Background: an optimization exercise with open tools, aiming at small area. Do not read the settings as production practice. In this exercise RTL edits were held to simulation tests only and were not proved equivalent to the original.

==> flow/design.v, too long to show whole: its modules and the start of the top module <==
// module ha: 4 lines
// module fa: 4 lines
// module booth_enc: 9 lines
// module mac_col1: 1106 lines
// module mac_col2: 980 lines
// module mac_col3: 980 lines
// module top: 139 lines
module top(input clk,
           input rst_n,
           input weight_select,
           input [7:0] fmaps_in1,
           input [7:0] fmaps_in2,
           input [7:0] fmaps_in3,
           input [7:0] fmaps_in4,
           input [7:0] fmaps_in5,
           input [7:0] fmaps_in6,
           input [7:0] fmaps_in7,
           input [7:0] weight_in1,
           input [7:0] weight_in2,
           input [7:0] weight_in3,
           input [7:0] weight_in4,
           input [7:0] weight_in5,
           output [1:0] cs,
           output [1:0] we,
           output [4:0] fmaps_addr,
           output [5:0] weight_addr,
           output valid,
           output signed [20:0] acc);
  // ...
==> flow/flow/run.sh <==
#!/bin/bash
# The standard synthesis and layout (the standard.sh), with two changes:
# the input and output ports are buffered with sky130_fd_sc_hd__buf_1
# instead of the placer's default buffer cell, and clock tree synthesis
# uses larger sink clusters and no dummy loads.  Each step's output goes to
# a log file of its own in this folder.
set -euo pipefail
bash standard.sh synth > synth.log 2>&1
export BUFFER_PORTS_ARGS="-buffer_cell sky130_fd_sc_hd__buf_1"
export CTS_ARGS="-sink_clustering_enable -repair_clock_nets -dont_use_dummy_load -sink_clustering_size 30 -sink_clustering_max_diameter 100"
bash standard.sh finish > layout.log 2>&1
==> flow/standard.sh <==
#!/bin/bash
# synth_recipe.tcl (not shown) runs the flow's synth.tcl, then flattens the netlist and writes it again
# the make line also repeats each setting of config.mk as NAME=value (left out here)
make -C /OpenROAD-flow-scripts/flow DESIGN_CONFIG=/design/flow/config.mk WORK_HOME=/design/flow/orfs CLKGATE_MAP_FILE= SYNTH_SCRIPT=/design/flow/synth_recipe.tcl "${@:-finish}"
==> flow/config.mk <==
export PLATFORM = sky130hd
export DESIGN_NAME = top
export DESIGN_NICKNAME = top
export VERILOG_FILES = /design/flow/design.v
export SDC_FILE = /design/flow/constraint.sdc
export NUM_CORES = 4
export LEC_CHECK = 0
export CAP_MARGIN = 0
export CORE_MARGIN = 2
export CORE_UTILIZATION = 65
export SLEW_MARGIN = 0
export SYNTH_HIERARCHICAL = 1
export SYNTH_MINIMUM_KEEP_SIZE = 0
==> flow/constraint.sdc <==
create_clock -name core_clock -period 7.0 [get_ports {clk}]
set_input_delay 1.4000 -clock core_clock [delete_from_list [all_inputs] [get_ports {clk}]]
set_output_delay 1.4000 -clock core_clock [all_outputs]
set_load 0.01 [all_outputs]
==> run summary, run 1 <==
* Fraction of area in registers at 0.211
* Die Ht at 234 um
* RSZ-0062 raised after global routing: no
* Area-dominant class: multi-input gates
* Run status: finished clean
* CTS tree: done
* GR met2 Demand/Resource at 0.694
* Vias/cell at 6.80
* Top cells by count, synth: fa_1 (573), xnor2_1 (485), a22oi_1 (393)
* Reg2Reg Setup Slack at 0.24 ns
* Largest family of logic cells by synthesized area: adder cells
* Yosys top cell by area: fa_1
* Register area share after synthesis at 0.225
* Post-layout net count at 3889
* Setup TNS at 0 ns
* Crit. End Element: flop
* WL met1 at 40.5 mm
* Vias after detailed routing at 25.8k
* DRT iter0 DRCs at 3120
* Grt ovf at 0
* Cell count after synthesis at 3073
* HPWL Detailed at 91.2 mm
* Clock slew at reported path FFs at 0.11 ns
* N_diodes at 0
* Post-Layout Inst Area at 36700 um2
* Simple-gate share of the synthesized area at 0.0601
* Grt met3 use at 0.150
* TAP cells at 688
* Inverters at 34
* Placed cell areas at 36200 um2
* Sequential cells at 362
* Number of global-route vias before repair at 28.0k
* Area Growth Syn to Fin at 6.91%
* Post-synth EDFFs at 0
* Adder-cell share of the synthesized area at 0.374
* WL/cell at 31.6 um
* Worst Setup Slack, final at 0.236 ns
* H-tree levels at 1
* Multi-input logic portion of the cell area at 0.688
* Highest metal used: met5
* Pre-Repair DR Iteration Count at 6
==> module mac_col1, before the edit <==
module mac_col1(input [7:0] W1,
    input [7:0] X1,
    input [3:0] ew2_one,
    input [3:0] ew2_two,
    input [3:0] ew2_neg,
    input [7:0] X2,
    input [3:0] ew3_one,
    input [3:0] ew3_two,
    input [3:0] ew3_neg,
    input [7:0] X3,
    input [3:0] ew4_one,
    input [3:0] ew4_two,
    input [3:0] ew4_neg,
    input [7:0] X4,
    input [3:0] ew5_one,
    input [3:0] ew5_two,
    input [3:0] ew5_neg,
    input [7:0] X5,
    input [20:0] base,
    output [20:0] sum);
    wire p1;
    assign p1 = W1[0] & X1[0];
    wire p2;
    assign p2 = W1[0] & X1[1];
    wire p3;
    assign p3 = W1[0] & X1[2];
    wire p4;
    assign p4 = W1[0] & X1[3];
    wire p5;
    assign p5 = W1[0] & X1[4];
    wire p6;
    assign p6 = W1[0] & X1[5];
    wire p7;
    assign p7 = W1[0] & X1[6];
    wire p8;
    assign p8 = ~(W1[0] & X1[7]);
    wire p9;
    assign p9 = W1[1] & X1[0];
    wire p10;
    assign p10 = W1[1] & X1[1];
    wire p11;
    assign p11 = W1[1] & X1[2];
    wire p12;
    assign p12 = W1[1] & X1[3];
    wire p13;
    assign p13 = W1[1] & X1[4];
    wire p14;
    assign p14 = W1[1] & X1[5];
    wire p15;
    assign p15 = W1[1] & X1[6];
    wire p16;
    assign p16 = ~(W1[1] & X1[7]);
    wire p17;
    assign p17 = W1[2] & X1[0];
    wire p18;
    assign p18 = W1[2] & X1[1];
    wire p19;
    assign p19 = W1[2] & X1[2];
    wire p20;
    assign p20 = W1[2] & X1[3];
    wire p21;
    assign p21 = W1[2] & X1[4];
    wire p22;
    assign p22 = W1[2] & X1[5];
    wire p23;
    assign p23 = W1[2] & X1[6];
    wire p24;
    assign p24 = ~(W1[2] & X1[7]);
    wire p25;
    assign p25 = W1[3] & X1[0];
    wire p26;
    assign p26 = W1[3] & X1[1];
    wire p27;
    assign p27 = W1[3] & X1[2];
    wire p28;
    assign p28 = W1[3] & X1[3];
    wire p29;
    assign p29 = W1[3] & X1[4];
    wire p30;
    assign p30 = W1[3] & X1[5];
    wire p31;
    assign p31 = W1[3] & X1[6];
    wire p32;
    assign p32 = ~(W1[3] & X1[7]);
    wire p33;
    assign p33 = W1[4] & X1[0];
    wire p34;
    assign p34 = W1[4] & X1[1];
    wire p35;
    assign p35 = W1[4] & X1[2];
    wire p36;
    assign p36 = W1[4] & X1[3];
    wire p37;
    assign p37 = W1[4] & X1[4];
    wire p38;
    assign p38 = W1[4] & X1[5];
    wire p39;
    assign p39 = W1[4] & X1[6];
    wire p40;
    assign p40 = ~(W1[4] & X1[7]);
    wire p41;
    assign p41 = W1[5] & X1[0];
    wire p42;
    assign p42 = W1[5] & X1[1];
    wire p43;
    assign p43 = W1[5] & X1[2];
    wire p44;
    assign p44 = W1[5] & X1[3];
    wire p45;
    assign p45 = W1[5] & X1[4];
    wire p46;
    assign p46 = W1[5] & X1[5];
    wire p47;
    assign p47 = W1[5] & X1[6];
    wire p48;
    assign p48 = ~(W1[5] & X1[7]);
    wire p49;
    assign p49 = W1[6] & X1[0];
    wire p50;
    assign p50 = W1[6] & X1[1];
    wire p51;
    assign p51 = W1[6] & X1[2];
    wire p52;
    assign p52 = W1[6] & X1[3];
    wire p53;
    assign p53 = W1[6] & X1[4];
    wire p54;
    assign p54 = W1[6] & X1[5];
    wire p55;
    assign p55 = W1[6] & X1[6];
    wire p56;
    assign p56 = ~(W1[6] & X1[7]);
    wire p57;
    assign p57 = ~(W1[7] & X1[0]);
    wire p58;
    assign p58 = ~(W1[7] & X1[1]);
    wire p59;
    assign p59 = ~(W1[7] & X1[2]);
    wire p60;
    assign p60 = ~(W1[7] & X1[3]);
    wire p61;
    assign p61 = ~(W1[7] & X1[4]);
    wire p62;
    assign p62 = ~(W1[7] & X1[5]);
    wire p63;
    assign p63 = ~(W1[7] & X1[6]);
    wire p64;
    assign p64 = W1[7] & X1[7];
    wire b65;
    assign b65 = (ew2_one[0] & X2[0]) ^ ew2_neg[0];
    wire b66;
    assign b66 = ((ew2_one[0] & X2[1]) | (ew2_two[0] & X2[0])) ^ ew2_neg[0];
    wire b67;
    assign b67 = ((ew2_one[0] & X2[2]) | (ew2_two[0] & X2[1])) ^ ew2_neg[0];
    wire b68;
    assign b68 = ((ew2_one[0] & X2[3]) | (ew2_two[0] & X2[2])) ^ ew2_neg[0];
    wire b69;
    assign b69 = ((ew2_one[0] & X2[4]) | (ew2_two[0] & X2[3])) ^ ew2_neg[0];
    wire b70;
    assign b70 = ((ew2_one[0] & X2[5]) | (ew2_two[0] & X2[4])) ^ ew2_neg[0];
    wire b71;
    assign b71 = ((ew2_one[0] & X2[6]) | (ew2_two[0] & X2[5])) ^ ew2_neg[0];
    wire b72;
    assign b72 = ((ew2_one[0] & X2[7]) | (ew2_two[0] & X2[6])) ^ ew2_neg[0];
    wire b73;
    assign b73 = ~(((ew2_one[0] | ew2_two[0]) & X2[7]) ^ ew2_neg[0]);
    wire b74;
    assign b74 = (ew2_one[1] & X2[0]) ^ ew2_neg[1];
    wire b75;
    assign b75 = ((ew2_one[1] & X2[1]) | (ew2_two[1] & X2[0])) ^ ew2_neg[1];
    wire b76;
    assign b76 = ((ew2_one[1] & X2[2]) | (ew2_two[1] & X2[1])) ^ ew2_neg[1];
    wire b77;
    assign b77 = ((ew2_one[1] & X2[3]) | (ew2_two[1] & X2[2])) ^ ew2_neg[1];
    wire b78;
    assign b78 = ((ew2_one[1] & X2[4]) | (ew2_two[1] & X2[3])) ^ ew2_neg[1];
    wire b79;
    assign b79 = ((ew2_one[1] & X2[5]) | (ew2_two[1] & X2[4])) ^ ew2_neg[1];
    wire b80;
    assign b80 = ((ew2_one[1] & X2[6]) | (ew2_two[1] & X2[5])) ^ ew2_neg[1];
    wire b81;
    assign b81 = ((ew2_one[1] & X2[7]) | (ew2_two[1] & X2[6])) ^ ew2_neg[1];
    wire b82;
    assign b82 = ~(((ew2_one[1] | ew2_two[1]) & X2[7]) ^ ew2_neg[1]);
    wire b83;
    assign b83 = (ew2_one[2] & X2[0]) ^ ew2_neg[2];
    wire b84;
    assign b84 = ((ew2_one[2] & X2[1]) | (ew2_two[2] & X2[0])) ^ ew2_neg[2];
    wire b85;
    assign b85 = ((ew2_one[2] & X2[2]) | (ew2_two[2] & X2[1])) ^ ew2_neg[2];
    wire b86;
    assign b86 = ((ew2_one[2] & X2[3]) | (ew2_two[2] & X2[2])) ^ ew2_neg[2];
    wire b87;
    assign b87 = ((ew2_one[2] & X2[4]) | (ew2_two[2] & X2[3])) ^ ew2_neg[2];
    wire b88;
    assign b88 = ((ew2_one[2] & X2[5]) | (ew2_two[2] & X2[4])) ^ ew2_neg[2];
    wire b89;
    assign b89 = ((ew2_one[2] & X2[6]) | (ew2_two[2] & X2[5])) ^ ew2_neg[2];
    wire b90;
    assign b90 = ((ew2_one[2] & X2[7]) | (ew2_two[2] & X2[6])) ^ ew2_neg[2];
    wire b91;
    assign b91 = ~(((ew2_one[2] | ew2_two[2]) & X2[7]) ^ ew2_neg[2]);
    wire b92;
    assign b92 = (ew2_one[3] & X2[0]) ^ ew2_neg[3];
    wire b93;
    assign b93 = ((ew2_one[3] & X2[1]) | (ew2_two[3] & X2[0])) ^ ew2_neg[3];
    wire b94;
    assign b94 = ((ew2_one[3] & X2[2]) | (ew2_two[3] & X2[1])) ^ ew2_neg[3];
    wire b95;
    assign b95 = ((ew2_one[3] & X2[3]) | (ew2_two[3] & X2[2])) ^ ew2_neg[3];
    wire b96;
    assign b96 = ((ew2_one[3] & X2[4]) | (ew2_two[3] & X2[3])) ^ ew2_neg[3];
    wire b97;
    assign b97 = ((ew2_one[3] & X2[5]) | (ew2_two[3] & X2[4])) ^ ew2_neg[3];
    wire b98;
    assign b98 = ((ew2_one[3] & X2[6]) | (ew2_two[3] & X2[5])) ^ ew2_neg[3];
    wire b99;
    assign b99 = ((ew2_one[3] & X2[7]) | (ew2_two[3] & X2[6])) ^ ew2_neg[3];
    wire b100;
    assign b100 = ~(((ew2_one[3] | ew2_two[3]) & X2[7]) ^ ew2_neg[3]);
    wire b101;
    assign b101 = (ew3_one[0] & X3[0]) ^ ew3_neg[0];
    wire b102;
    assign b102 = ((ew3_one[0] & X3[1]) | (ew3_two[0] & X3[0])) ^ ew3_neg[0];
    wire b103;
    assign b103 = ((ew3_one[0] & X3[2]) | (ew3_two[0] & X3[1])) ^ ew3_neg[0];
    wire b104;
    assign b104 = ((ew3_one[0] & X3[3]) | (ew3_two[0] & X3[2])) ^ ew3_neg[0];
    wire b105;
    assign b105 = ((ew3_one[0] & X3[4]) | (ew3_two[0] & X3[3])) ^ ew3_neg[0];
    wire b106;
    assign b106 = ((ew3_one[0] & X3[5]) | (ew3_two[0] & X3[4])) ^ ew3_neg[0];
    wire b107;
    assign b107 = ((ew3_one[0] & X3[6]) | (ew3_two[0] & X3[5])) ^ ew3_neg[0];
    wire b108;
    assign b108 = ((ew3_one[0] & X3[7]) | (ew3_two[0] & X3[6])) ^ ew3_neg[0];
    wire b109;
    assign b109 = ~(((ew3_one[0] | ew3_two[0]) & X3[7]) ^ ew3_neg[0]);
    wire b110;
    assign b110 = (ew3_one[1] & X3[0]) ^ ew3_neg[1];
    wire b111;
    assign b111 = ((ew3_one[1] & X3[1]) | (ew3_two[1] & X3[0])) ^ ew3_neg[1];
    wire b112;
    assign b112 = ((ew3_one[1] & X3[2]) | (ew3_two[1] & X3[1])) ^ ew3_neg[1];
    wire b113;
    assign b113 = ((ew3_one[1] & X3[3]) | (ew3_two[1] & X3[2])) ^ ew3_neg[1];
    wire b114;
    assign b114 = ((ew3_one[1] & X3[4]) | (ew3_two[1] & X3[3])) ^ ew3_neg[1];
    wire b115;
    assign b115 = ((ew3_one[1] & X3[5]) | (ew3_two[1] & X3[4])) ^ ew3_neg[1];
    wire b116;
    assign b116 = ((ew3_one[1] & X3[6]) | (ew3_two[1] & X3[5])) ^ ew3_neg[1];
    wire b117;
    assign b117 = ((ew3_one[1] & X3[7]) | (ew3_two[1] & X3[6])) ^ ew3_neg[1];
    wire b118;
    assign b118 = ~(((ew3_one[1] | ew3_two[1]) & X3[7]) ^ ew3_neg[1]);
    wire b119;
    assign b119 = (ew3_one[2] & X3[0]) ^ ew3_neg[2];
    wire b120;
    assign b120 = ((ew3_one[2] & X3[1]) | (ew3_two[2] & X3[0])) ^ ew3_neg[2];
    wire b121;
    assign b121 = ((ew3_one[2] & X3[2]) | (ew3_two[2] & X3[1])) ^ ew3_neg[2];
    wire b122;
    assign b122 = ((ew3_one[2] & X3[3]) | (ew3_two[2] & X3[2])) ^ ew3_neg[2];
    wire b123;
    assign b123 = ((ew3_one[2] & X3[4]) | (ew3_two[2] & X3[3])) ^ ew3_neg[2];
    wire b124;
    assign b124 = ((ew3_one[2] & X3[5]) | (ew3_two[2] & X3[4])) ^ ew3_neg[2];
    wire b125;
    assign b125 = ((ew3_one[2] & X3[6]) | (ew3_two[2] & X3[5])) ^ ew3_neg[2];
    wire b126;
    assign b126 = ((ew3_one[2] & X3[7]) | (ew3_two[2] & X3[6])) ^ ew3_neg[2];
    wire b127;
    assign b127 = ~(((ew3_one[2] | ew3_two[2]) & X3[7]) ^ ew3_neg[2]);
    wire b128;
    assign b128 = (ew3_one[3] & X3[0]) ^ ew3_neg[3];
    wire b129;
    assign b129 = ((ew3_one[3] & X3[1]) | (ew3_two[3] & X3[0])) ^ ew3_neg[3];
    wire b130;
    assign b130 = ((ew3_one[3] & X3[2]) | (ew3_two[3] & X3[1])) ^ ew3_neg[3];
    wire b131;
    assign b131 = ((ew3_one[3] & X3[3]) | (ew3_two[3] & X3[2])) ^ ew3_neg[3];
    wire b132;
    assign b132 = ((ew3_one[3] & X3[4]) | (ew3_two[3] & X3[3])) ^ ew3_neg[3];
    wire b133;
    assign b133 = ((ew3_one[3] & X3[5]) | (ew3_two[3] & X3[4])) ^ ew3_neg[3];
    wire b134;
    assign b134 = ((ew3_one[3] & X3[6]) | (ew3_two[3] & X3[5])) ^ ew3_neg[3];
    wire b135;
    assign b135 = ((ew3_one[3] & X3[7]) | (ew3_two[3] & X3[6])) ^ ew3_neg[3];
    wire b136;
    assign b136 = ~(((ew3_one[3] | ew3_two[3]) & X3[7]) ^ ew3_neg[3]);
    wire b137;
    assign b137 = (ew4_one[0] & X4[0]) ^ ew4_neg[0];
    wire b138;
    assign b138 = ((ew4_one[0] & X4[1]) | (ew4_two[0] & X4[0])) ^ ew4_neg[0];
    wire b139;
    assign b139 = ((ew4_one[0] & X4[2]) | (ew4_two[0] & X4[1])) ^ ew4_neg[0];
    wire b140;
    assign b140 = ((ew4_one[0] & X4[3]) | (ew4_two[0] & X4[2])) ^ ew4_neg[0];
    wire b141;
    assign b141 = ((ew4_one[0] & X4[4]) | (ew4_two[0] & X4[3])) ^ ew4_neg[0];
    wire b142;
    assign b142 = ((ew4_one[0] & X4[5]) | (ew4_two[0] & X4[4])) ^ ew4_neg[0];
    wire b143;
    assign b143 = ((ew4_one[0] & X4[6]) | (ew4_two[0] & X4[5])) ^ ew4_neg[0];
    wire b144;
    assign b144 = ((ew4_one[0] & X4[7]) | (ew4_two[0] & X4[6])) ^ ew4_neg[0];
    wire b145;
    assign b145 = ~(((ew4_one[0] | ew4_two[0]) & X4[7]) ^ ew4_neg[0]);
    wire b146;
    assign b146 = (ew4_one[1] & X4[0]) ^ ew4_neg[1];
    wire b147;
    assign b147 = ((ew4_one[1] & X4[1]) | (ew4_two[1] & X4[0])) ^ ew4_neg[1];
    wire b148;
    assign b148 = ((ew4_one[1] & X4[2]) | (ew4_two[1] & X4[1])) ^ ew4_neg[1];
    wire b149;
    assign b149 = ((ew4_one[1] & X4[3]) | (ew4_two[1] & X4[2])) ^ ew4_neg[1];
    wire b150;
    assign b150 = ((ew4_one[1] & X4[4]) | (ew4_two[1] & X4[3])) ^ ew4_neg[1];
    wire b151;
    assign b151 = ((ew4_one[1] & X4[5]) | (ew4_two[1] & X4[4])) ^ ew4_neg[1];
    wire b152;
    assign b152 = ((ew4_one[1] & X4[6]) | (ew4_two[1] & X4[5])) ^ ew4_neg[1];
    wire b153;
    assign b153 = ((ew4_one[1] & X4[7]) | (ew4_two[1] & X4[6])) ^ ew4_neg[1];
    wire b154;
    assign b154 = ~(((ew4_one[1] | ew4_two[1]) & X4[7]) ^ ew4_neg[1]);
    wire b155;
    assign b155 = (ew4_one[2] & X4[0]) ^ ew4_neg[2];
    wire b156;
    assign b156 = ((ew4_one[2] & X4[1]) | (ew4_two[2] & X4[0])) ^ ew4_neg[2];
    wire b157;
    assign b157 = ((ew4_one[2] & X4[2]) | (ew4_two[2] & X4[1])) ^ ew4_neg[2];
    wire b158;
    assign b158 = ((ew4_one[2] & X4[3]) | (ew4_two[2] & X4[2])) ^ ew4_neg[2];
    wire b159;
    assign b159 = ((ew4_one[2] & X4[4]) | (ew4_two[2] & X4[3])) ^ ew4_neg[2];
    wire b160;
    assign b160 = ((ew4_one[2] & X4[5]) | (ew4_two[2] & X4[4])) ^ ew4_neg[2];
    wire b161;
    assign b161 = ((ew4_one[2] & X4[6]) | (ew4_two[2] & X4[5])) ^ ew4_neg[2];
    wire b162;
    assign b162 = ((ew4_one[2] & X4[7]) | (ew4_two[2] & X4[6])) ^ ew4_neg[2];
    wire b163;
    assign b163 = ~(((ew4_one[2] | ew4_two[2]) & X4[7]) ^ ew4_neg[2]);
    wire b164;
    assign b164 = (ew4_one[3] & X4[0]) ^ ew4_neg[3];
    wire b165;
    assign b165 = ((ew4_one[3] & X4[1]) | (ew4_two[3] & X4[0])) ^ ew4_neg[3];
    wire b166;
    assign b166 = ((ew4_one[3] & X4[2]) | (ew4_two[3] & X4[1])) ^ ew4_neg[3];
    wire b167;
    assign b167 = ((ew4_one[3] & X4[3]) | (ew4_two[3] & X4[2])) ^ ew4_neg[3];
    wire b168;
    assign b168 = ((ew4_one[3] & X4[4]) | (ew4_two[3] & X4[3])) ^ ew4_neg[3];
    wire b169;
    assign b169 = ((ew4_one[3] & X4[5]) | (ew4_two[3] & X4[4])) ^ ew4_neg[3];
    wire b170;
    assign b170 = ((ew4_one[3] & X4[6]) | (ew4_two[3] & X4[5])) ^ ew4_neg[3];
    wire b171;
    assign b171 = ((ew4_one[3] & X4[7]) | (ew4_two[3] & X4[6])) ^ ew4_neg[3];
    wire b172;
    assign b172 = ~(((ew4_one[3] | ew4_two[3]) & X4[7]) ^ ew4_neg[3]);
    wire b173;
    assign b173 = (ew5_one[0] & X5[0]) ^ ew5_neg[0];
    wire b174;
    assign b174 = ((ew5_one[0] & X5[1]) | (ew5_two[0] & X5[0])) ^ ew5_neg[0];
    wire b175;
    assign b175 = ((ew5_one[0] & X5[2]) | (ew5_two[0] & X5[1])) ^ ew5_neg[0];
    wire b176;
    assign b176 = ((ew5_one[0] & X5[3]) | (ew5_two[0] & X5[2])) ^ ew5_neg[0];
    wire b177;
    assign b177 = ((ew5_one[0] & X5[4]) | (ew5_two[0] & X5[3])) ^ ew5_neg[0];
    wire b178;
    assign b178 = ((ew5_one[0] & X5[5]) | (ew5_two[0] & X5[4])) ^ ew5_neg[0];
    wire b179;
    assign b179 = ((ew5_one[0] & X5[6]) | (ew5_two[0] & X5[5])) ^ ew5_neg[0];
    wire b180;
    assign b180 = ((ew5_one[0] & X5[7]) | (ew5_two[0] & X5[6])) ^ ew5_neg[0];
    wire b181;
    assign b181 = ~(((ew5_one[0] | ew5_two[0]) & X5[7]) ^ ew5_neg[0]);
    wire b182;
    assign b182 = (ew5_one[1] & X5[0]) ^ ew5_neg[1];
    wire b183;
    assign b183 = ((ew5_one[1] & X5[1]) | (ew5_two[1] & X5[0])) ^ ew5_neg[1];
    wire b184;
    assign b184 = ((ew5_one[1] & X5[2]) | (ew5_two[1] & X5[1])) ^ ew5_neg[1];
    wire b185;
    assign b185 = ((ew5_one[1] & X5[3]) | (ew5_two[1] & X5[2])) ^ ew5_neg[1];
    wire b186;
    assign b186 = ((ew5_one[1] & X5[4]) | (ew5_two[1] & X5[3])) ^ ew5_neg[1];
    wire b187;
    assign b187 = ((ew5_one[1] & X5[5]) | (ew5_two[1] & X5[4])) ^ ew5_neg[1];
    wire b188;
    assign b188 = ((ew5_one[1] & X5[6]) | (ew5_two[1] & X5[5])) ^ ew5_neg[1];
    wire b189;
    assign b189 = ((ew5_one[1] & X5[7]) | (ew5_two[1] & X5[6])) ^ ew5_neg[1];
    wire b190;
    assign b190 = ~(((ew5_one[1] | ew5_two[1]) & X5[7]) ^ ew5_neg[1]);
    wire b191;
    assign b191 = (ew5_one[2] & X5[0]) ^ ew5_neg[2];
    wire b192;
    assign b192 = ((ew5_one[2] & X5[1]) | (ew5_two[2] & X5[0])) ^ ew5_neg[2];
    wire b193;
    assign b193 = ((ew5_one[2] & X5[2]) | (ew5_two[2] & X5[1])) ^ ew5_neg[2];
    wire b194;
    assign b194 = ((ew5_one[2] & X5[3]) | (ew5_two[2] & X5[2])) ^ ew5_neg[2];
    wire b195;
    assign b195 = ((ew5_one[2] & X5[4]) | (ew5_two[2] & X5[3])) ^ ew5_neg[2];
    wire b196;
    assign b196 = ((ew5_one[2] & X5[5]) | (ew5_two[2] & X5[4])) ^ ew5_neg[2];
    wire b197;
    assign b197 = ((ew5_one[2] & X5[6]) | (ew5_two[2] & X5[5])) ^ ew5_neg[2];
    wire b198;
    assign b198 = ((ew5_one[2] & X5[7]) | (ew5_two[2] & X5[6])) ^ ew5_neg[2];
    wire b199;
    assign b199 = ~(((ew5_one[2] | ew5_two[2]) & X5[7]) ^ ew5_neg[2]);
    wire b200;
    assign b200 = (ew5_one[3] & X5[0]) ^ ew5_neg[3];
    wire b201;
    assign b201 = ((ew5_one[3] & X5[1]) | (ew5_two[3] & X5[0])) ^ ew5_neg[3];
    wire b202;
    assign b202 = ((ew5_one[3] & X5[2]) | (ew5_two[3] & X5[1])) ^ ew5_neg[3];
    wire b203;
    assign b203 = ((ew5_one[3] & X5[3]) | (ew5_two[3] & X5[2])) ^ ew5_neg[3];
    wire b204;
    assign b204 = ((ew5_one[3] & X5[4]) | (ew5_two[3] & X5[3])) ^ ew5_neg[3];
    wire b205;
    assign b205 = ((ew5_one[3] & X5[5]) | (ew5_two[3] & X5[4])) ^ ew5_neg[3];
    wire b206;
    assign b206 = ((ew5_one[3] & X5[6]) | (ew5_two[3] & X5[5])) ^ ew5_neg[3];
    wire b207;
    assign b207 = ((ew5_one[3] & X5[7]) | (ew5_two[3] & X5[6])) ^ ew5_neg[3];
    wire b208;
    assign b208 = ~(((ew5_one[3] | ew5_two[3]) & X5[7]) ^ ew5_neg[3]);
    wire s209;
    wire c210;
    fa us209 (.a(ew2_neg[2]), .b(ew3_neg[2]), .c(ew4_neg[2]), .s(s209), .co(c210));
    wire s211;
    wire c212;
    ha us211 (.a(ew5_neg[2]), .b(base[4]), .s(s211), .co(c212));
    wire s213;
    wire c214;
    fa us213 (.a(base[5]), .b(p13), .c(p20), .s(s213), .co(c214));
    wire s215;
    wire c216;
    fa us215 (.a(ew2_neg[3]), .b(ew3_neg[3]), .c(ew4_neg[3]), .s(s215), .co(c216));
    wire s217;
    wire c218;
    fa us217 (.a(ew5_neg[3]), .b(base[6]), .c(p14), .s(s217), .co(c218));
    wire s219;
    wire c220;
    fa us219 (.a(p21), .b(p28), .c(p35), .s(s219), .co(c220));
    wire s221;
    wire c222;
    fa us221 (.a(p42), .b(p49), .c(p7), .s(s221), .co(c222));
    wire s223;
    wire c224;
    fa us223 (.a(b107), .b(b114), .c(b121), .s(s223), .co(c224));
    wire s225;
    wire c226;
    fa us225 (.a(base[7]), .b(p15), .c(p22), .s(s225), .co(c226));
    wire s227;
    wire c228;
    fa us227 (.a(p29), .b(p36), .c(p43), .s(s227), .co(c228));
    wire s229;
    wire c230;
    fa us229 (.a(p50), .b(p57), .c(p8), .s(s229), .co(c230));
    wire s231;
    wire c232;
    fa us231 (.a(b108), .b(b115), .c(b122), .s(s231), .co(c232));
    wire s233;
    wire c234;
    fa us233 (.a(b129), .b(b144), .c(b151), .s(s233), .co(c234));
    wire s235;
    wire c236;
    ha us235 (.a(b158), .b(b165), .s(s235), .co(c236));
    wire s237;
    wire c238;
    fa us237 (.a(base[8]), .b(p16), .c(p23), .s(s237), .co(c238));
    wire s239;
    wire c240;
    fa us239 (.a(p30), .b(p37), .c(p44), .s(s239), .co(c240));
    wire s241;
    wire c242;
    fa us241 (.a(p51), .b(p58), .c(b109), .s(s241), .co(c242));
    wire s243;
    wire c244;
    fa us243 (.a(b116), .b(b123), .c(b130), .s(s243), .co(c244));
    wire s245;
    wire c246;
    fa us245 (.a(b145), .b(b152), .c(b159), .s(s245), .co(c246));
    wire s247;
    wire c248;
    ha us247 (.a(b166), .b(b181), .s(s247), .co(c248));
    wire s249;
    wire c250;
    fa us249 (.a(base[9]), .b(p24), .c(p31), .s(s249), .co(c250));
    wire s251;
    wire c252;
    fa us251 (.a(p38), .b(p45), .c(p52), .s(s251), .co(c252));
    wire s253;
    wire c254;
    fa us253 (.a(p59), .b(b117), .c(b124), .s(s253), .co(c254));
    wire s255;
    wire c256;
    fa us255 (.a(base[10]), .b(p32), .c(p39), .s(s255), .co(c256));
    wire s257;
    wire c258;
    fa us257 (.a(ew2_neg[1]), .b(ew3_neg[1]), .c(ew4_neg[1]), .s(s257), .co(c258));
    wire s259;
    wire c260;
    ha us259 (.a(ew5_neg[1]), .b(base[2]), .s(s259), .co(c260));
    wire s261;
    wire c262;
    fa us261 (.a(base[3]), .b(p11), .c(p18), .s(s261), .co(c262));
    wire s263;
    wire c264;
    fa us263 (.a(s209), .b(s211), .c(p12), .s(s263), .co(c264));
    wire s265;
    wire c266;
    fa us265 (.a(p19), .b(p26), .c(p33), .s(s265), .co(c266));
    wire s267;
    wire c268;
    fa us267 (.a(p5), .b(b105), .c(b112), .s(s267), .co(c268));
    wire s269;
    wire c270;
    ha us269 (.a(b119), .b(b141), .s(s269), .co(c270));
    wire s271;
    wire c272;
    fa us271 (.a(c210), .b(c212), .c(p27), .s(s271), .co(c272));
    wire s273;
    wire c274;
    fa us273 (.a(p34), .b(p41), .c(p6), .s(s273), .co(c274));
    wire s275;
    wire c276;
    fa us275 (.a(b106), .b(b113), .c(b120), .s(s275), .co(c276));
    wire s277;
    wire c278;
    fa us277 (.a(b142), .b(b149), .c(b156), .s(s277), .co(c278));
    wire s279;
    wire c280;
    fa us279 (.a(b178), .b(b185), .c(b192), .s(s279), .co(c280));
    wire s281;
    wire c282;
    fa us281 (.a(s215), .b(b128), .c(b143), .s(s281), .co(c282));
    wire s283;
    wire c284;
    fa us283 (.a(b150), .b(b157), .c(b164), .s(s283), .co(c284));
    wire s285;
    wire c286;
    fa us285 (.a(b179), .b(b186), .c(b193), .s(s285), .co(c286));
    wire s287;
    wire c288;
    fa us287 (.a(b200), .b(b71), .c(b78), .s(s287), .co(c288));
    wire s289;
    wire c290;
    fa us289 (.a(b85), .b(b92), .c(c214), .s(s289), .co(c290));
    wire s291;
    wire c292;
    ha us291 (.a(s217), .b(s219), .s(s291), .co(c292));
    wire s293;
    wire c294;
    fa us293 (.a(c216), .b(b180), .c(b187), .s(s293), .co(c294));
    wire s295;
    wire c296;
    fa us295 (.a(b194), .b(b201), .c(b72), .s(s295), .co(c296));
    wire s297;
    wire c298;
    fa us297 (.a(b79), .b(b86), .c(b93), .s(s297), .co(c298));
    wire s299;
    wire c300;
    fa us299 (.a(c218), .b(c220), .c(c222), .s(s299), .co(c300));
    wire s301;
    wire c302;
    fa us301 (.a(s235), .b(c224), .c(s225), .s(s301), .co(c302));
    wire s303;
    wire c304;
    fa us303 (.a(s227), .b(s229), .c(s231), .s(s303), .co(c304));
    wire s305;
    wire c306;
    fa us305 (.a(b188), .b(b195), .c(b202), .s(s305), .co(c306));
    wire s307;
    wire c308;
    fa us307 (.a(b73), .b(b80), .c(b87), .s(s307), .co(c308));
    wire s309;
    wire c310;
    fa us309 (.a(b94), .b(c236), .c(c226), .s(s309), .co(c310));
    wire s311;
    wire c312;
    fa us311 (.a(c228), .b(c230), .c(s247), .s(s311), .co(c312));
    wire s313;
    wire c314;
    fa us313 (.a(c232), .b(c234), .c(s237), .s(s313), .co(c314));
    wire s315;
    wire c316;
    fa us315 (.a(s239), .b(s241), .c(s243), .s(s315), .co(c316));
    wire s317;
    wire c318;
    fa us317 (.a(b131), .b(b153), .c(b160), .s(s317), .co(c318));
    wire s319;
    wire c320;
    fa us319 (.a(b167), .b(b189), .c(b196), .s(s319), .co(c320));
    wire s321;
    wire c322;
    fa us321 (.a(b203), .b(b81), .c(b88), .s(s321), .co(c322));
    wire s323;
    wire c324;
    fa us323 (.a(b95), .b(c248), .c(c238), .s(s323), .co(c324));
    wire s325;
    wire c326;
    fa us325 (.a(c240), .b(c242), .c(c244), .s(s325), .co(c326));
    wire s327;
    wire c328;
    fa us327 (.a(c246), .b(s249), .c(s251), .s(s327), .co(c328));
    wire s329;
    wire c330;
    fa us329 (.a(p46), .b(p53), .c(p60), .s(s329), .co(c330));
    wire s331;
    wire c332;
    fa us331 (.a(b118), .b(b125), .c(b132), .s(s331), .co(c332));
    wire s333;
    wire c334;
    fa us333 (.a(b154), .b(b161), .c(b168), .s(s333), .co(c334));
    wire s335;
    wire c336;
    fa us335 (.a(b190), .b(b197), .c(b204), .s(s335), .co(c336));
    wire s337;
    wire c338;
    fa us337 (.a(b82), .b(b89), .c(b96), .s(s337), .co(c338));
    wire s339;
    wire c340;
    fa us339 (.a(c250), .b(c252), .c(c254), .s(s339), .co(c340));
    wire s341;
    wire c342;
    fa us341 (.a(base[11]), .b(p40), .c(p47), .s(s341), .co(c342));
    wire s343;
    wire c344;
    fa us343 (.a(p54), .b(p61), .c(b126), .s(s343), .co(c344));
    wire s345;
    wire c346;
    fa us345 (.a(b133), .b(b162), .c(b169), .s(s345), .co(c346));
    wire s347;
    wire c348;
    ha us347 (.a(b198), .b(b205), .s(s347), .co(c348));
    wire s349;
    wire c350;
    fa us349 (.a(base[12]), .b(p48), .c(p55), .s(s349), .co(c350));
    wire s351;
    wire c352;
    ha us351 (.a(p62), .b(b127), .s(s351), .co(c352));
    wire s353;
    wire c354;
    ha us353 (.a(ew2_neg[0]), .b(ew3_neg[0]), .s(s353), .co(c354));
    wire s355;
    wire c356;
    fa us355 (.a(s257), .b(s259), .c(p10), .s(s355), .co(c356));
    wire s357;
    wire c358;
    fa us357 (.a(p17), .b(p3), .c(b103), .s(s357), .co(c358));
    wire s359;
    wire c360;
    fa us359 (.a(c258), .b(c260), .c(p25), .s(s359), .co(c360));
    wire s361;
    wire c362;
    fa us361 (.a(p4), .b(b104), .c(b111), .s(s361), .co(c362));
    wire s363;
    wire c364;
    fa us363 (.a(b140), .b(b147), .c(b176), .s(s363), .co(c364));
    wire s365;
    wire c366;
    fa us365 (.a(b148), .b(b155), .c(b177), .s(s365), .co(c366));
    wire s367;
    wire c368;
    fa us367 (.a(b184), .b(b191), .c(b69), .s(s367), .co(c368));
    wire s369;
    wire c370;
    fa us369 (.a(b76), .b(b83), .c(c262), .s(s369), .co(c370));
    wire s371;
    wire c372;
    ha us371 (.a(s269), .b(s263), .s(s371), .co(c372));
    wire s373;
    wire c374;
    fa us373 (.a(b70), .b(b77), .c(b84), .s(s373), .co(c374));
    wire s375;
    wire c376;
    fa us375 (.a(c270), .b(c264), .c(c266), .s(s375), .co(c376));
    wire s377;
    wire c378;
    fa us377 (.a(c268), .b(s213), .c(s271), .s(s377), .co(c378));
    wire s379;
    wire c380;
    fa us379 (.a(s273), .b(s275), .c(s277), .s(s379), .co(c380));
    wire s381;
    wire c382;
    fa us381 (.a(c272), .b(c274), .c(c276), .s(s381), .co(c382));
    wire s383;
    wire c384;
    fa us383 (.a(c278), .b(c280), .c(s221), .s(s383), .co(c384));
    wire s385;
    wire c386;
    fa us385 (.a(s223), .b(s281), .c(s283), .s(s385), .co(c386));
    wire s387;
    wire c388;
    fa us387 (.a(s285), .b(s287), .c(s291), .s(s387), .co(c388));
    wire s389;
    wire c390;
    fa us389 (.a(c282), .b(c284), .c(c286), .s(s389), .co(c390));
    wire s391;
    wire c392;
    fa us391 (.a(c288), .b(s233), .c(s293), .s(s391), .co(c392));
    wire s393;
    wire c394;
    fa us393 (.a(s295), .b(s297), .c(c290), .s(s393), .co(c394));
    wire s395;
    wire c396;
    fa us395 (.a(c292), .b(s299), .c(s301), .s(s395), .co(c396));
    wire s397;
    wire c398;
    fa us397 (.a(c294), .b(c296), .c(c298), .s(s397), .co(c398));
    wire s399;
    wire c400;
    fa us399 (.a(s245), .b(s305), .c(s307), .s(s399), .co(c400));
    wire s401;
    wire c402;
    fa us401 (.a(c300), .b(c302), .c(s309), .s(s401), .co(c402));
    wire s403;
    wire c404;
    fa us403 (.a(s311), .b(c304), .c(s313), .s(s403), .co(c404));
    wire s405;
    wire c406;
    fa us405 (.a(c306), .b(c308), .c(s253), .s(s405), .co(c406));
    wire s407;
    wire c408;
    fa us407 (.a(s317), .b(s319), .c(s321), .s(s407), .co(c408));
    wire s409;
    wire c410;
    fa us409 (.a(c310), .b(c312), .c(c314), .s(s409), .co(c410));
    wire s411;
    wire c412;
    fa us411 (.a(s323), .b(c316), .c(s325), .s(s411), .co(c412));
    wire s413;
    wire c414;
    fa us413 (.a(c318), .b(c320), .c(c322), .s(s413), .co(c414));
    wire s415;
    wire c416;
    fa us415 (.a(s255), .b(s329), .c(s331), .s(s415), .co(c416));
    wire s417;
    wire c418;
    fa us417 (.a(s333), .b(s335), .c(s337), .s(s417), .co(c418));
    wire s419;
    wire c420;
    fa us419 (.a(c324), .b(c326), .c(c328), .s(s419), .co(c420));
    wire s421;
    wire c422;
    fa us421 (.a(b90), .b(b97), .c(c256), .s(s421), .co(c422));
    wire s423;
    wire c424;
    fa us423 (.a(c330), .b(s347), .c(c332), .s(s423), .co(c424));
    wire s425;
    wire c426;
    fa us425 (.a(c334), .b(c336), .c(c338), .s(s425), .co(c426));
    wire s427;
    wire c428;
    fa us427 (.a(s341), .b(s343), .c(s345), .s(s427), .co(c428));
    wire s429;
    wire c430;
    fa us429 (.a(b134), .b(b163), .c(b170), .s(s429), .co(c430));
    wire s431;
    wire c432;
    fa us431 (.a(b199), .b(b206), .c(b91), .s(s431), .co(c432));
    wire s433;
    wire c434;
    fa us433 (.a(b98), .b(c348), .c(c342), .s(s433), .co(c434));
    wire s435;
    wire c436;
    fa us435 (.a(s351), .b(c344), .c(c346), .s(s435), .co(c436));
    wire s437;
    wire c438;
    fa us437 (.a(base[13]), .b(p56), .c(p63), .s(s437), .co(c438));
    wire s439;
    wire c440;
    fa us439 (.a(b135), .b(b171), .c(b207), .s(s439), .co(c440));
    wire s441;
    wire c442;
    fa us441 (.a(ew4_neg[0]), .b(ew5_neg[0]), .c(base[0]), .s(s441), .co(c442));
    wire s443;
    wire c444;
    ha us443 (.a(s353), .b(p1), .s(s443), .co(c444));
    wire s445;
    wire c446;
    fa us445 (.a(base[1]), .b(c354), .c(p2), .s(s445), .co(c446));
    wire s447;
    wire c448;
    fa us447 (.a(p9), .b(b102), .c(b138), .s(s447), .co(c448));
    wire s449;
    wire c450;
    fa us449 (.a(b110), .b(b139), .c(b146), .s(s449), .co(c450));
    wire s451;
    wire c452;
    fa us451 (.a(b175), .b(b182), .c(b67), .s(s451), .co(c452));
    wire s453;
    wire c454;
    ha us453 (.a(b74), .b(s355), .s(s453), .co(c454));
    wire s455;
    wire c456;
    fa us455 (.a(b183), .b(b68), .c(b75), .s(s455), .co(c456));
    wire s457;
    wire c458;
    fa us457 (.a(c356), .b(c358), .c(s261), .s(s457), .co(c458));
    wire s459;
    wire c460;
    fa us459 (.a(s359), .b(s361), .c(s363), .s(s459), .co(c460));
    wire s461;
    wire c462;
    fa us461 (.a(c360), .b(c362), .c(c364), .s(s461), .co(c462));
    wire s463;
    wire c464;
    fa us463 (.a(s265), .b(s267), .c(s365), .s(s463), .co(c464));
    wire s465;
    wire c466;
    fa us465 (.a(s367), .b(s371), .c(s369), .s(s465), .co(c466));
    wire s467;
    wire c468;
    fa us467 (.a(c366), .b(c368), .c(s279), .s(s467), .co(c468));
    wire s469;
    wire c470;
    fa us469 (.a(s373), .b(c370), .c(c372), .s(s469), .co(c470));
    wire s471;
    wire c472;
    fa us471 (.a(s375), .b(s377), .c(s379), .s(s471), .co(c472));
    wire s473;
    wire c474;
    fa us473 (.a(c374), .b(c376), .c(c378), .s(s473), .co(c474));
    wire s475;
    wire c476;
    fa us475 (.a(s289), .b(c380), .c(s381), .s(s475), .co(c476));
    wire s477;
    wire c478;
    fa us477 (.a(s383), .b(s385), .c(s387), .s(s477), .co(c478));
    wire s479;
    wire c480;
    fa us479 (.a(c382), .b(c384), .c(c386), .s(s479), .co(c480));
    wire s481;
    wire c482;
    fa us481 (.a(s389), .b(s303), .c(s391), .s(s481), .co(c482));
    wire s483;
    wire c484;
    fa us483 (.a(c388), .b(s393), .c(s395), .s(s483), .co(c484));
    wire s485;
    wire c486;
    fa us485 (.a(c390), .b(c392), .c(s397), .s(s485), .co(c486));
    wire s487;
    wire c488;
    fa us487 (.a(s315), .b(s399), .c(c394), .s(s487), .co(c488));
    wire s489;
    wire c490;
    fa us489 (.a(c396), .b(s401), .c(s403), .s(s489), .co(c490));
    wire s491;
    wire c492;
    fa us491 (.a(c398), .b(c400), .c(s327), .s(s491), .co(c492));
    wire s493;
    wire c494;
    fa us493 (.a(s405), .b(s407), .c(c402), .s(s493), .co(c494));
    wire s495;
    wire c496;
    fa us495 (.a(c404), .b(s409), .c(s411), .s(s495), .co(c496));
    wire s497;
    wire c498;
    fa us497 (.a(c406), .b(c408), .c(s339), .s(s497), .co(c498));
    wire s499;
    wire c500;
    fa us499 (.a(s413), .b(s415), .c(s417), .s(s499), .co(c500));
    wire s501;
    wire c502;
    fa us501 (.a(c410), .b(c412), .c(s419), .s(s501), .co(c502));
    wire s503;
    wire c504;
    fa us503 (.a(c340), .b(c414), .c(s421), .s(s503), .co(c504));
    wire s505;
    wire c506;
    fa us505 (.a(c416), .b(c418), .c(s423), .s(s505), .co(c506));
    wire s507;
    wire c508;
    fa us507 (.a(s425), .b(s427), .c(c420), .s(s507), .co(c508));
    wire s509;
    wire c510;
    fa us509 (.a(s349), .b(s429), .c(s431), .s(s509), .co(c510));
    wire s511;
    wire c512;
    fa us511 (.a(c422), .b(c424), .c(c426), .s(s511), .co(c512));
    wire s513;
    wire c514;
    fa us513 (.a(s433), .b(c428), .c(s435), .s(s513), .co(c514));
    wire s515;
    wire c516;
    fa us515 (.a(b99), .b(c352), .c(c350), .s(s515), .co(c516));
    wire s517;
    wire c518;
    fa us517 (.a(c430), .b(c432), .c(s437), .s(s517), .co(c518));
    wire s519;
    wire c520;
    fa us519 (.a(s439), .b(c434), .c(c436), .s(s519), .co(c520));
    wire s521;
    wire c522;
    fa us521 (.a(base[14]), .b(p64), .c(b100), .s(s521), .co(c522));
    wire s523;
    wire c524;
    fa us523 (.a(b136), .b(b172), .c(b208), .s(s523), .co(c524));
    wire s525;
    wire c526;
    ha us525 (.a(c438), .b(c440), .s(s525), .co(c526));
    wire s527;
    wire c528;
    fa us527 (.a(s441), .b(b101), .c(b137), .s(s527), .co(c528));
    wire s529;
    wire c530;
    fa us529 (.a(c442), .b(b174), .c(b66), .s(s529), .co(c530));
    wire s531;
    wire c532;
    ha us531 (.a(c444), .b(s445), .s(s531), .co(c532));
    wire s533;
    wire c534;
    fa us533 (.a(c446), .b(c448), .c(s357), .s(s533), .co(c534));
    wire s535;
    wire c536;
    fa us535 (.a(s449), .b(s451), .c(s453), .s(s535), .co(c536));
    wire s537;
    wire c538;
    fa us537 (.a(c450), .b(c452), .c(s455), .s(s537), .co(c538));
    wire s539;
    wire c540;
    fa us539 (.a(c454), .b(s457), .c(s459), .s(s539), .co(c540));
    wire s541;
    wire c542;
    fa us541 (.a(c456), .b(c458), .c(c460), .s(s541), .co(c542));
    wire s543;
    wire c544;
    fa us543 (.a(s461), .b(s463), .c(s465), .s(s543), .co(c544));
    wire s545;
    wire c546;
    fa us545 (.a(c462), .b(c464), .c(s467), .s(s545), .co(c546));
    wire s547;
    wire c548;
    fa us547 (.a(c466), .b(s469), .c(s471), .s(s547), .co(c548));
    wire s549;
    wire c550;
    fa us549 (.a(c468), .b(c470), .c(s473), .s(s549), .co(c550));
    wire s551;
    wire c552;
    fa us551 (.a(c472), .b(s475), .c(s477), .s(s551), .co(c552));
    wire s553;
    wire c554;
    fa us553 (.a(c474), .b(c476), .c(s479), .s(s553), .co(c554));
    wire s555;
    wire c556;
    fa us555 (.a(s481), .b(c478), .c(s483), .s(s555), .co(c556));
    wire s557;
    wire c558;
    fa us557 (.a(c480), .b(c482), .c(s485), .s(s557), .co(c558));
    wire s559;
    wire c560;
    fa us559 (.a(s487), .b(c484), .c(s489), .s(s559), .co(c560));
    wire s561;
    wire c562;
    fa us561 (.a(c486), .b(s491), .c(c488), .s(s561), .co(c562));
    wire s563;
    wire c564;
    fa us563 (.a(s493), .b(c490), .c(s495), .s(s563), .co(c564));
    wire s565;
    wire c566;
    fa us565 (.a(c492), .b(s497), .c(s499), .s(s565), .co(c566));
    wire s567;
    wire c568;
    fa us567 (.a(c494), .b(c496), .c(s501), .s(s567), .co(c568));
    wire s569;
    wire c570;
    fa us569 (.a(c498), .b(s503), .c(c500), .s(s569), .co(c570));
    wire s571;
    wire c572;
    fa us571 (.a(s505), .b(c502), .c(s507), .s(s571), .co(c572));
    wire s573;
    wire c574;
    fa us573 (.a(s509), .b(c504), .c(c506), .s(s573), .co(c574));
    wire s575;
    wire c576;
    fa us575 (.a(s511), .b(s513), .c(c508), .s(s575), .co(c576));
    wire s577;
    wire c578;
    fa us577 (.a(s515), .b(c510), .c(s517), .s(s577), .co(c578));
    wire s579;
    wire c580;
    fa us579 (.a(c512), .b(c514), .c(s519), .s(s579), .co(c580));
    wire s581;
    wire c582;
    fa us581 (.a(s521), .b(s523), .c(c516), .s(s581), .co(c582));
    wire s583;
    wire c584;
    fa us583 (.a(s525), .b(c518), .c(c520), .s(s583), .co(c584));
    wire s585;
    wire c586;
    fa us585 (.a(base[15]), .b(c522), .c(c524), .s(s585), .co(c586));
    wire s587;
    wire c588;
    ha us587 (.a(b173), .b(b65), .s(s587), .co(c588));
    wire s589;
    wire c590;
    fa us589 (.a(c528), .b(s447), .c(s529), .s(s589), .co(c590));
    wire s591;
    wire c592;
    fa us591 (.a(c530), .b(c532), .c(s533), .s(s591), .co(c592));
    wire s593;
    wire c594;
    fa us593 (.a(c534), .b(s537), .c(c536), .s(s593), .co(c594));
    wire s595;
    wire c596;
    fa us595 (.a(c538), .b(c540), .c(s541), .s(s595), .co(c596));
    wire s597;
    wire c598;
    fa us597 (.a(c542), .b(s545), .c(c544), .s(s597), .co(c598));
    wire s599;
    wire c600;
    fa us599 (.a(c546), .b(s549), .c(c548), .s(s599), .co(c600));
    wire s601;
    wire c602;
    fa us601 (.a(c550), .b(s553), .c(c552), .s(s601), .co(c602));
    wire s603;
    wire c604;
    fa us603 (.a(c554), .b(s557), .c(c556), .s(s603), .co(c604));
    wire s605;
    wire c606;
    fa us605 (.a(c558), .b(s561), .c(c560), .s(s605), .co(c606));
    wire s607;
    wire c608;
    fa us607 (.a(c562), .b(s565), .c(c564), .s(s607), .co(c608));
    wire s609;
    wire c610;
    fa us609 (.a(c566), .b(s569), .c(c568), .s(s609), .co(c610));
    wire s611;
    wire c612;
    fa us611 (.a(c570), .b(s573), .c(s575), .s(s611), .co(c612));
    wire s613;
    wire c614;
    fa us613 (.a(s577), .b(c574), .c(s579), .s(s613), .co(c614));
    wire s615;
    wire c616;
    fa us615 (.a(s581), .b(c578), .c(c580), .s(s615), .co(c616));
    wire s617;
    wire c618;
    fa us617 (.a(c526), .b(s585), .c(c582), .s(s617), .co(c618));
    wire s619;
    wire c620;
    ha us619 (.a(s443), .b(s587), .s(s619), .co(c620));
    wire s621;
    wire c622;
    fa us621 (.a(c588), .b(s531), .c(s589), .s(s621), .co(c622));
    wire s623;
    wire c624;
    fa us623 (.a(c590), .b(s535), .c(s591), .s(s623), .co(c624));
    wire s625;
    wire c626;
    fa us625 (.a(c592), .b(s539), .c(s593), .s(s625), .co(c626));
    wire s627;
    wire c628;
    fa us627 (.a(c594), .b(s543), .c(s595), .s(s627), .co(c628));
    wire s629;
    wire c630;
    fa us629 (.a(c596), .b(s547), .c(s597), .s(s629), .co(c630));
    wire s631;
    wire c632;
    fa us631 (.a(c598), .b(s551), .c(s599), .s(s631), .co(c632));
    wire s633;
    wire c634;
    fa us633 (.a(c600), .b(s555), .c(s601), .s(s633), .co(c634));
    wire s635;
    wire c636;
    fa us635 (.a(s559), .b(c602), .c(s603), .s(s635), .co(c636));
    wire s637;
    wire c638;
    fa us637 (.a(s563), .b(c604), .c(s605), .s(s637), .co(c638));
    wire s639;
    wire c640;
    fa us639 (.a(s567), .b(c606), .c(s607), .s(s639), .co(c640));
    wire s641;
    wire c642;
    fa us641 (.a(s571), .b(c608), .c(s609), .s(s641), .co(c642));
    wire s643;
    wire c644;
    fa us643 (.a(c572), .b(s611), .c(c610), .s(s643), .co(c644));
    wire s645;
    wire c646;
    fa us645 (.a(c576), .b(s613), .c(c612), .s(s645), .co(c646));
    wire s647;
    wire c648;
    fa us647 (.a(s583), .b(c614), .c(s615), .s(s647), .co(c648));
    wire s649;
    wire c650;
    fa us649 (.a(c584), .b(s617), .c(c616), .s(s649), .co(c650));
    wire s651;
    wire c652;
    fa us651 (.a(base[16]), .b(c586), .c(c618), .s(s651), .co(c652));
    wire [20:0] ra = {base[20], base[19], base[18], c652, c650, c648, c646, c644, c642, c640, c638, c636, c634, c632, c630, c628, c626, c624, c622, c620, s619};
    wire [20:0] rb = {1'b0, 1'b0, 1'b0, base[17], s651, s649, s647, s645, s643, s641, s639, s637, s635, s633, s631, s629, s627, s625, s623, s621, s527};
    assign sum = ra + rb;
endmodule
==> run 2: changes to the inputs <==
--- a/flow/design.v
+++ b/flow/design.v
@@ -1114,17 +1114,24 @@
     wire s649;
     wire c650;
     fa us649 (.a(c584), .b(s617), .c(c616), .s(s649), .co(c650));
     wire s651;
     wire c652;
     fa us651 (.a(base[16]), .b(c586), .c(c618), .s(s651), .co(c652));
     wire [20:0] ra = {base[20], base[19], base[18], c652, c650, c648, c646, c644, c642, c640, c638, c636, c634, c632, c630, c628, c626, c624, c622, c620, s619};
     wire [20:0] rb = {1'b0, 1'b0, 1'b0, base[17], s651, s649, s647, s645, s643, s641, s639, s637, s635, s633, s631, s629, s627, s625, s623, s621, s527};
-    assign sum = ra + rb;
+    wire [5:0] rc;
+    assign rc[0] = 1'b0;
+    fa ucpa0 (.a(ra[0]), .b(rb[0]), .c(rc[0]), .s(sum[0]), .co(rc[1]));
+    fa ucpa1 (.a(ra[1]), .b(rb[1]), .c(rc[1]), .s(sum[1]), .co(rc[2]));
+    fa ucpa2 (.a(ra[2]), .b(rb[2]), .c(rc[2]), .s(sum[2]), .co(rc[3]));
+    fa ucpa3 (.a(ra[3]), .b(rb[3]), .c(rc[3]), .s(sum[3]), .co(rc[4]));
+    fa ucpa4 (.a(ra[4]), .b(rb[4]), .c(rc[4]), .s(sum[4]), .co(rc[5]));
+    assign sum[20:5] = ra[20:5] + rb[20:5] + rc[5];
 endmodule
 module mac_col2(input [3:0] ex2_one,
     input [3:0] ex2_two,
     input [3:0] ex2_neg,
     input [7:0] W1,
     input [3:0] ew2_one,
     input [3:0] ew2_two,
     input [3:0] ew2_neg,
@@ -2094,17 +2101,24 @@
     wire s573;
     wire c574;
     fa us573 (.a(s541), .b(c508), .c(c540), .s(s573), .co(c574));
     wire s575;
     wire c576;
     fa us575 (.a(base[16]), .b(c510), .c(c542), .s(s575), .co(c576));
     wire [20:0] ra = {base[20], base[19], base[18], c576, c574, c572, c570, c568, c566, c564, c562, c560, c558, c556, c554, c552, c550, c548, c546, c544, s543};
     wire [20:0] rb = {1'b0, 1'b0, 1'b0, base[17], s575, s573, s571, s569, s567, s565, s563, s561, s559, s557, s555, s553, s551, s549, s547, s545, s511};
-    assign sum = ra + rb;
+    wire [5:0] rc;
+    assign rc[0] = 1'b0;
+    fa ucpa0 (.a(ra[0]), .b(rb[0]), .c(rc[0]), .s(sum[0]), .co(rc[1]));
+    fa ucpa1 (.a(ra[1]), .b(rb[1]), .c(rc[1]), .s(sum[1]), .co(rc[2]));
+    fa ucpa2 (.a(ra[2]), .b(rb[2]), .c(rc[2]), .s(sum[2]), .co(rc[3]));
+    fa ucpa3 (.a(ra[3]), .b(rb[3]), .c(rc[3]), .s(sum[3]), .co(rc[4]));
+    fa ucpa4 (.a(ra[4]), .b(rb[4]), .c(rc[4]), .s(sum[4]), .co(rc[5]));
+    assign sum[20:5] = ra[20:5] + rb[20:5] + rc[5];
 endmodule
 module mac_col3(input [3:0] ex3_one,
     input [3:0] ex3_two,
     input [3:0] ex3_neg,
     input [7:0] W1,
     input [3:0] ew2_one,
     input [3:0] ew2_two,
     input [3:0] ew2_neg,
@@ -3074,17 +3088,24 @@
     wire s573;
     wire c574;
     fa us573 (.a(s541), .b(c508), .c(c540), .s(s573), .co(c574));
     wire s575;
     wire c576;
     fa us575 (.a(base[16]), .b(c510), .c(c542), .s(s575), .co(c576));
     wire [20:0] ra = {base[20], base[19], base[18], c576, c574, c572, c570, c568, c566, c564, c562, c560, c558, c556, c554, c552, c550, c548, c546, c544, s543};
     wire [20:0] rb = {1'b0, 1'b0, 1'b0, base[17], s575, s573, s571, s569, s567, s565, s563, s561, s559, s557, s555, s553, s551, s549, s547, s545, s511};
-    assign sum = ra + rb;
+    wire [5:0] rc;
+    assign rc[0] = 1'b0;
+    fa ucpa0 (.a(ra[0]), .b(rb[0]), .c(rc[0]), .s(sum[0]), .co(rc[1]));
+    fa ucpa1 (.a(ra[1]), .b(rb[1]), .c(rc[1]), .s(sum[1]), .co(rc[2]));
+    fa ucpa2 (.a(ra[2]), .b(rb[2]), .c(rc[2]), .s(sum[2]), .co(rc[3]));
+    fa ucpa3 (.a(ra[3]), .b(rb[3]), .c(rc[3]), .s(sum[3]), .co(rc[4]));
+    fa ucpa4 (.a(ra[4]), .b(rb[4]), .c(rc[4]), .s(sum[4]), .co(rc[5]));
+    assign sum[20:5] = ra[20:5] + rb[20:5] + rc[5];
 endmodule
 module top(input clk,
            input rst_n,
            input weight_select,
            input [7:0] fmaps_in1,
            input [7:0] fmaps_in2,
            input [7:0] fmaps_in3,
            input [7:0] fmaps_in4,
==> flow/config.mk (replaced) <==
export PLATFORM = sky130hd
export DESIGN_NAME = top
export DESIGN_NICKNAME = top
export VERILOG_FILES = /design/flow/design.v
export SDC_FILE = /design/flow/constraint.sdc
export NUM_CORES = 4
export LEC_CHECK = 0
export CAP_MARGIN = 20
export CORE_MARGIN = 2
export CORE_UTILIZATION = 65
export SLEW_MARGIN = 20
export SYNTH_HIERARCHICAL = 1
export SYNTH_MINIMUM_KEEP_SIZE = 0
==> run summary, run 2 <==
* CP Max Fanout at 10 (was 23)
* HPWL Detailed at 83.2 mm (was 91.2 mm)
* CP max stage cell: o22ai_2 (was dfxtp_2)
* Crit. End Element: flop (unchanged)
* Yosys top cell by area: fa_1 (unchanged)
* Placed cell areas at 35900 um2 (was 36200 um2)
* Worst slew margin at 0.292 (was 0.298)
* GP Congestion at 0.997 (was 1.09)
* Initial antenna violation count at 1 (was 4)
* Cts repair resizes at 0 (unchanged)
* Top cells by area, synth: fa_1 (35%), dfxtp_1 (16%), xnor2_1 (12%), a22oi_1 (8.6%), dfrtp_1 (6.7%) (was fa_1 (33%), dfxtp_1 (16%), xnor2_1 (12%), a22oi_1 (8.6%), dfrtp_1 (6.6%))
* Overall Global Routing Usage at 0.427 (was 0.455)
* F_max at 0.146 GHz (was 0.148 GHz)
* R2R cell count at 18 (unchanged)
* Worst EP arrival at 7.24 ns (was 7.27 ns)
* WHS Endpoint: w5_4[3] (was h4[6])
* Worst R2R Start: w5_4[3] (was w3_2[5])
* CTS Buffer Depth at 3 (unchanged)
* RSZ-0062 raised after global routing: no (unchanged)
* Worst-Skew Late Latency at 0.60 ns (was 0.61 ns)
* Synth top area share at 0.347 (was 0.334)
* Pre-Repair DR Iteration Count at 9 (was 6)
* Hold Crit Class: reg2reg (unchanged)
* CTS tree: done (unchanged)
* Die Area at 54400 um2 (was 54700 um2)
* Syn_area_per_cell at 11.3 um2 (was 11.2 um2)
* Most frequent cells in the layout: fa_1 (591), xnor2_1 (471), a22oi_1 (392), dfxtp_1 (251), buf_4 (187) (was fa_1 (573), xnor2_1 (485), a22oi_1 (393), dfxtp_1 (251), buf_4 (196))
* CTS Hold Bufs at 0 (unchanged)
* Vias after detailed routing at 25.0k (was 25.8k)
* Routed WL at 112 mm (was 120 mm)
* Register area share after synthesis at 0.226 (was 0.225)
* Die Ht at 233 um (was 234 um)
* Number of global-route vias before repair at 27.2k (was 28.0k)
* Worst path max stage delay at 0.71 ns (was 0.62 ns)
* Post-synth EDFFs at 0 (unchanged)
* Crit-path leading delay family: adder cells (unchanged)
* Count leader, synth: fa_1 (unchanged)
* Startpoint Class: flop (unchanged)
* Layout fillers at 3751 (was 3715)
* DRT antenna net count at 0 (unchanged)
* Cell count after synthesis at 3018 (was 3073)
* Largest net degree at the start of global routing at 71 (unchanged)
* Max-Cap Viols at 0 (unchanged)
* Commonest non-fill, non-tap cell in the layout: fa_1 (unchanged)
* Worst path buffer plus inverter count at 1 (unchanged)
* Run status: finished clean (unchanged)
* Row count at 83 (was 84)
* Setup CP Type: reg2reg (unchanged)
* Mapped Area at 34100 um2 (was 34300 um2)
* Tightest Pin Transition at 1.06 ns (was 1.05 ns)
* First-pass GRT wire length at 168 mm (was 178 mm)
* Starting Density at 0.661 (was 0.656)
* Die X at 233 um (was 234 um)
* Worst EP required at 7.40 ns (was 7.51 ns)
* Min Tclk post-route at 6.84 ns (was 6.76 ns)
* CP most frequent cell: fa_1 (unchanged)
* Util after Layout at 0.704 (was 0.701)
* H-tree levels at 1 (unchanged)
* Worst path cell trace: nand2b_1 -> o22ai_2 -> a22oi_1 -> xnor2_1 -> fa_1 -> fa_1 -> fa_1 -> fa_1 -> fa_1 -> fa_1 -> fa_1 -> inv_1 -> fa_1 -> and2b_1 -> o211ai_2 -> a21oi_1 -> a221oi_1 -> o311ai_1 (was nand3b_1 -> o21ai_2 -> buf_4 -> a22oi_1 -> xnor2_1 -> fa_1 -> fa_1 -> fa_1 -> fa_1 -> fa_1 -> fa_1 -> fa_1 -> ha_1 -> and2_1 -> a221oi_4 -> o21bai_1 -> a21oi_1 -> xnor2_1)
* Vias/cell at 6.73 (was 6.80)
* Post-CTS Setup Bufs at 0 (unchanged)
* Critical Path Stages at 18 (unchanged)
* Grt ovf at 0 (unchanged)
* Final worst path period share at 0.977 (was 0.966)
* # DRC at 0 (unchanged)
* Post-layout net count at 3819 (was 3889)
* Post-Layout Inst Area at 36400 um2 (was 36700 um2)
* Core Area at 51600 um2 (was 52300 um2)
* Placed Instances at 3697 (was 3775)
* Top cells by count, synth: fa_1 (591), xnor2_1 (471), a22oi_1 (392) (was fa_1 (573), xnor2_1 (485), a22oi_1 (393))
* Clock Skew at 0.0841 ns (was 0.104 ns)
* Root Driver: clkbuf_16 (unchanged)
* Post-synth cell types at 65 (was 71)
* Num ports at 136 (unchanged)
* Clock slew at reported path FFs at 0.10 ns (was 0.11 ns)
* Non-Filler Instances at 3717 (was 3795)
* Area Growth Syn to Fin at 6.50% (was 6.91%)
* Post-synthesis register bit count at 362 (unchanged)
* WL/cell at 30.2 um (was 31.6 um)
* Asr flop ratio synth at 0.262 (unchanged)
* Reg2Reg Setup Slack at 0.16 ns (was 0.24 ns)
* Clk sinks at 362 (unchanged)
* Worst Hold Path Cells at 0 (unchanged)
* PortBufs at 133 (unchanged)
* Final Max Slew Viols at 0 (unchanged)
* Share of post-route cells with drive strength above 1 at 0.111 (was 0.110)
* Main synth FF type: dfxtp_1 (unchanged)
* FF-to-FF End: s1[19] (was s3[14])
* DRT iter0 DRCs at 3035 (was 3120)
* TritonCTS Buffers at 20 (unchanged)
* Hold Vio Cnt, Final at 0 (unchanged)
* Setup TNS at 0 ns (unchanged)
* Final setup viols at 0 (unchanged)
* N_diodes at 0 (unchanged)
* Min-delay src: w5_3[3] (was s3[6])
* Ys Warns at 7 (unchanged)
run 2: cell count changes in the layout (fill, tap and decap cells not counted), sizes merged, moves of 13 or more:
cell | previous run | this run
a21oi | 50 | 32
nor2 | 35 | 22
ha | 108 | 90
nand2 | 122 | 107
xnor2 | 485 | 471
fa | 573 | 591
run 2: worst reg2reg max path, delay by kind of cell (launching register included):
kind                     cells  cell delay (ns)
adder cells (fa/ha/maj)      8             3.65
AO/OA/AOI/OAI                6             1.74
flip-flops                   1             0.59
AND/OR/NAND/NOR              2             0.33
XOR/XNOR                     1             0.21
buffers and inverters        1             0.12
run 2: metal layers:
layer	track usage	part of all wire
met3	0.108	0.12
met1	0.533	0.35
met2	0.665	0.45
met5	0	0.00012
met4	0.277	0.077
run 2: per-module statistics from Yosys (local to each module, per instance):
module | area [um2] | times used | flip-flops and latches | cells
mac_col2 | 3910 | 1 | 0 | 556
fa | 20.0 | 585 | 0 | 1
mac_col3 | 3910 | 1 | 0 | 556
top | 9580 | 1 | 362 | 632
booth_enc | 124 | 6 | 0 | 18
ha | 12.5 | 48 | 0 | 1
mac_col1 | 3670 | 1 | 0 | 533
run 2: final cells by class:
| class | instances | area (um2) | share of cell area |
|---|---|---|---|
| Multi-Input combinational cell | 2285 | 25000 | 0.687 |
| Sequential cell | 362 | 7750 | 0.213 |
| Timing Repair Buffer | 331 | 2130 | 0.0585 |
| Tap cell | 680 | 851 | 0.0234 |
| Clock buffer | 20 | 500 | 0.0138 |
| Inverter | 39 | 146 | 0.00403 |
run 2: kinds of logic (layout without fill, tap and decap cells):
logic type | count (synthesis) | count (layout) | share of synthesized area
AND/OR/NAND/NOR | 368 | 368 | 0.0585
buffers and inverters | 372 | 390 | 0.0463
other | 5 | 6 | 0.000550
multiplexers | 52 | 52 | 0.0169
adder cells (fa/ha/maj) | 681 | 681 | 0.380
AO/OA/AOI/OAI | 616 | 616 | 0.127
flip-flops | 362 | 362 | 0.226
XOR/XNOR | 562 | 562 | 0.144
run 2: how the worst max path moves through the flow:
stage / from / end / slack, ns
3_5_place_dp: weight_in1[0] / s2[15] / -0.19
4_1_cts: w5_4[1] / s1[19] / 0.30
6_report: w5_4[3] / s1[19] / 0.16
3_3_place_gp: weight_in1[0] / s2[15] / -0.13
2_1_floorplan: weight_in1[0] / s2[15] / 0.60
5_1_grt: w5_4[3] / s1[19] / 0.02
run 2: metrics by stage:
| stage | hold slack [ns] | setup slack, ns |
|---|---|---|
| floorplan | 0.310 | 0.602 |
| global placement | 0.310 | -0.134 |
| detailed placement | 0.312 | -0.189 |
| CTS | 0.307 | 0.303 |
| global route | 0.308 | 0.0209 |
| finish | 0.303 | 0.162 |

==> afterwards: timing with drivers on the ports <==
How much do the figures lean on ideal ports? The routed layouts below were timed once more, with nothing changed but the port constraints.
Step 1: set_driving_cell puts a clkbuf_16 on clk and a buf_2 on each other input, an assumption about the parent block.
Step 2 moves the port delays by t, midway between the first and last clock arrival at a register: inputs arrive t later, outputs are due t later. That takes back most of the time a late clock gives input paths.
Three values: ideal ports, drivers, drivers and shift; two values: the first two.
run	t, ns	setup WS [ns]	hold slack, ns	worst register clock-pin slew, ns
run 1	0.611	0.236 / 0.236 / -0.121	0.282 / 0.282 / 0.282	0.11 / 0.11
run 2	0.619	0.162 / 0.162 / -0.271	0.303 / 0.303 / 0.303	0.11 / 0.11
With both steps, setup timing fails in run 1 and run 2, where it was met with ideal ports. For run 2, which loses most, drivers alone change the setup slack by 0.000 ns; drivers and shift together by -0.433 ns.
